Background: an optimization exercise with open tools, aiming at small area, a short achievable clock period and few clock cycles per item. Do not read the settings as production practice.
Where RTL was checked, it was by simulation tests only, not by an equivalence proof against the original.
Power and IR drop assume default switching activity.

Design alu, start of the top module:
module alu
  #(
    parameter IN_WL = 15,
    parameter OUT_WL = 16
    )
  (
    input wire rstb,
    input wire clk_i,
    input wire in_valid,                  
    output wire in_ready,                 
    input wire [1:0] cmd,                 
    input wire [IN_WL-1:0] a,             
    input wire [IN_WL-1:0] b,             
    output logic out_valid,               
    output logic [OUT_WL-1:0] r           
  );
Size in the first run: about 670 cells after synthesis, ~120 flip-flops, about 53 I/O pins.
clock: 6.5 ns
lec_check: 0
cap_margin: 0
core_margin: 2
core_utilization: 40
cts_buf_list: sky130_fd_sc_hd__clkbuf_4
place_density: 0.6
setup_slack_margin: 4.3
slew_margin: 0
run.sh (not shown) runs the stock make flow with config.mk's settings and CLKGATE_MAP_FILE= SYNTH_SCRIPT=/design/flow/synth_recipe.tcl, a recipe that flattens the netlist after the stock synthesis.
Testbench counts at the start, summed over its fixed seeds: cycles 16,016, items 16,000.
Edit:
--- a/flow/design.v
+++ b/flow/design.v
@@ -374,27 +374,24 @@
   logic y175_q1;
   logic y176_q1;
   logic y165_q1;
   logic y166_q1;
   logic y167_q1;
   logic y168_q1;
   logic y163_q1;
   logic y164_q1;
   logic s252_q1;
   logic y161_q1;
   logic c253_q1;
   logic y162_q1;
-  logic c269_q2;
-  logic s232_q2;
-  logic s270_q2;
   logic s236_q2;
   logic c271_q2;
   logic s272_q2;
   logic s240_q2;
   logic c273_q2;
   logic s274_q2;
   logic s244_q2;
   logic c275_q2;
   logic s276_q2;
   logic s248_q2;
   logic c277_q2;
   logic s278_q2;
@@ -414,24 +411,25 @@
   logic c300_q2;
   logic c302_q2;
   logic pp8_q2;
   logic s283_q2;
   logic s285_q2;
   logic s287_q2;
   logic s289_q2;
   logic s291_q2;
   logic s293_q2;
   logic s295_q2;
   logic s297_q2;
   logic s299_q2;
+  logic s301_q2;
   assign mul1 = cmd[1] & ~cmd[0];
   assign as2 = ~cmd[1];
   assign sub3 = ~cmd[1] & cmd[0];
   assign dv4 = cmd[1] & cmd[0];
   assign e1_5 = ((mul1 & (b[0] ^ 1'b0)) | as2);
   assign e2_6 = (mul1 & ((b[1] & ~b[0] & ~1'b0) | (~b[1] & b[0] & 1'b0)));
   assign ng_7 = (mul1 & b[1]);
   assign pp8 = ((e1_5_q1 & a_0_q1) ^ ng_7_q1);
   assign pp9 = (((e1_5_q1 & a_1_q1) | (e2_6_q1 & a_0_q1)) ^ ng_7_q1);
   assign pp10 = (((e1_5_q1 & a_2_q1) | (e2_6_q1 & a_1_q1)) ^ ng_7_q1);
   assign pp11 = (((e1_5_q1 & a_3_q1) | (e2_6_q1 & a_2_q1)) ^ ng_7_q1);
   assign pp12 = (((e1_5_q1 & a_4_q1) | (e2_6_q1 & a_3_q1)) ^ ng_7_q1);
@@ -714,25 +712,25 @@
   assign s289 = s210 ^ c257 ^ s258;
   assign c290 = (s210 & c257) | (s210 & s258) | (c257 & s258);
   assign s291 = s212 ^ c259 ^ s260;
   assign c292 = (s212 & c259) | (s212 & s260) | (c259 & s260);
   assign s293 = c261 ^ s214 ^ s262;
   assign c294 = (c261 & s214) | (c261 & s262) | (s214 & s262);
   assign s295 = s218 ^ c263 ^ s264;
   assign c296 = (s218 & c263) | (s218 & s264) | (c263 & s264);
   assign s297 = s224 ^ c265 ^ s266;
   assign c298 = (s224 & c265) | (s224 & s266) | (c265 & s266);
   assign s299 = s228 ^ c267 ^ s268;
   assign c300 = (s228 & c267) | (s228 & s268) | (c267 & s268);
-  assign s301 = c269_q2 ^ s232_q2 ^ s270_q2;
+  assign s301 = c269 ^ s232 ^ s270;
   assign c302 = (c269 & s232) | (c269 & s270) | (s232 & s270);
   assign s303 = s236_q2 ^ c271_q2 ^ s272_q2;
   assign c304 = (s236_q2 & c271_q2) | (s236_q2 & s272_q2) | (c271_q2 & s272_q2);
   assign s305 = s240_q2 ^ c273_q2 ^ s274_q2;
   assign c306 = (s240_q2 & c273_q2) | (s240_q2 & s274_q2) | (c273_q2 & s274_q2);
   assign s307 = s244_q2 ^ c275_q2 ^ s276_q2;
   assign c308 = (s244_q2 & c275_q2) | (s244_q2 & s276_q2) | (c275_q2 & s276_q2);
   assign s309 = s248_q2 ^ c277_q2 ^ s278_q2;
   assign c310 = (s248_q2 & c277_q2) | (s248_q2 & s278_q2) | (c277_q2 & s278_q2);
   assign s311 = s251_q2 ^ c279_q2 ^ s280_q2;
   always_ff @(posedge clk_i) begin
     e1_5_q1 <= e1_5;
@@ -783,27 +781,24 @@
     y175_q1 <= y175;
     y176_q1 <= y176;
     y165_q1 <= y165;
     y166_q1 <= y166;
     y167_q1 <= y167;
     y168_q1 <= y168;
     y163_q1 <= y163;
     y164_q1 <= y164;
     s252_q1 <= s252;
     y161_q1 <= y161;
     c253_q1 <= c253;
     y162_q1 <= y162;
-    c269_q2 <= c269;
-    s232_q2 <= s232;
-    s270_q2 <= s270;
     s236_q2 <= s236;
     c271_q2 <= c271;
     s272_q2 <= s272;
     s240_q2 <= s240;
     c273_q2 <= c273;
     s274_q2 <= s274;
     s244_q2 <= s244;
     c275_q2 <= c275;
     s276_q2 <= s276;
     s248_q2 <= s248;
     c277_q2 <= c277;
     s278_q2 <= s278;
@@ -823,28 +818,29 @@
     c300_q2 <= c300;
     c302_q2 <= c302;
     pp8_q2 <= pp8;
     s283_q2 <= s283;
     s285_q2 <= s285;
     s287_q2 <= s287;
     s289_q2 <= s289;
     s291_q2 <= s291;
     s293_q2 <= s293;
     s295_q2 <= s295;
     s297_q2 <= s297;
     s299_q2 <= s299;
+    s301_q2 <= s301;
   end
   logic [15:0] sum_x, sum_y;
   assign sum_x = {c310, c308, c306, c304, c302_q2, c300_q2, c298_q2, c296_q2, c294_q2, c292_q2, c290_q2, c288_q2, c286_q2, c284_q2, c282_q2, s281_q2};
-  assign sum_y = {s311, s309, s307, s305, s303, s301, s299_q2, s297_q2, s295_q2, s293_q2, s291_q2, s289_q2, s287_q2, s285_q2, s283_q2, pp8_q2};
+  assign sum_y = {s311, s309, s307, s305, s303, s301_q2, s299_q2, s297_q2, s295_q2, s293_q2, s291_q2, s289_q2, s287_q2, s285_q2, s283_q2, pp8_q2};
   logic [1:0] vld;
   always_ff @(posedge clk_i) begin
     if (!rstb) begin
       vld <= '0;
       out_valid <= 1'b0;
     end else begin
       vld <= {vld, in_valid};
       out_valid <= vld[1];
     end
     r <= sum_x + sum_y;
   end
 endmodule
After rerunning: Sequential power drops by 2.8%. Hold slack barely changes. Routed wire length climbs by 7.1%. Setup slack is worse by 0.020 ns. Design area climbs by 4.5%. Synthesized area drops by 1.9%. Non-clock buffer count climbs by 28. Via count climbs by 1.6%. Clock skew climbs by 0.0058 ns.
Function not checked in the second run of this note: the RTL went through the layout flow alone.

## static timing again, ports no longer ideal
No port has a modelled driver above. Below, the same layouts with a new extraction and two added sets of constraints.
Step 1 sets driving cells, clkbuf_16 on the clock port and buf_2 on the other inputs (assumed; they add their load-dependent delay and slew).
Step 2 times the ports against the registers' clock, not the clock port: input delays grow and output delays shrink by t, the midpoint of the rising clock arrivals with the driver on.
a / b / c = no drivers / after step 1 / after step 2; a / b = the first two.
| run | t (ns) | slack for setup (ns) | worst setup path at the end |
|---|---|---|---|
| the first run | 0.559 | 4.153 / 4.153 / 3.684 | input to register |
| the second run | 0.550 | 4.133 / 4.133 / 3.729 | input to register |
After both steps setup and hold are still met in every run listed. For the first run, which loses most, drivers alone change the setup slack by 0.000 ns; drivers and shift together by -0.469 ns.
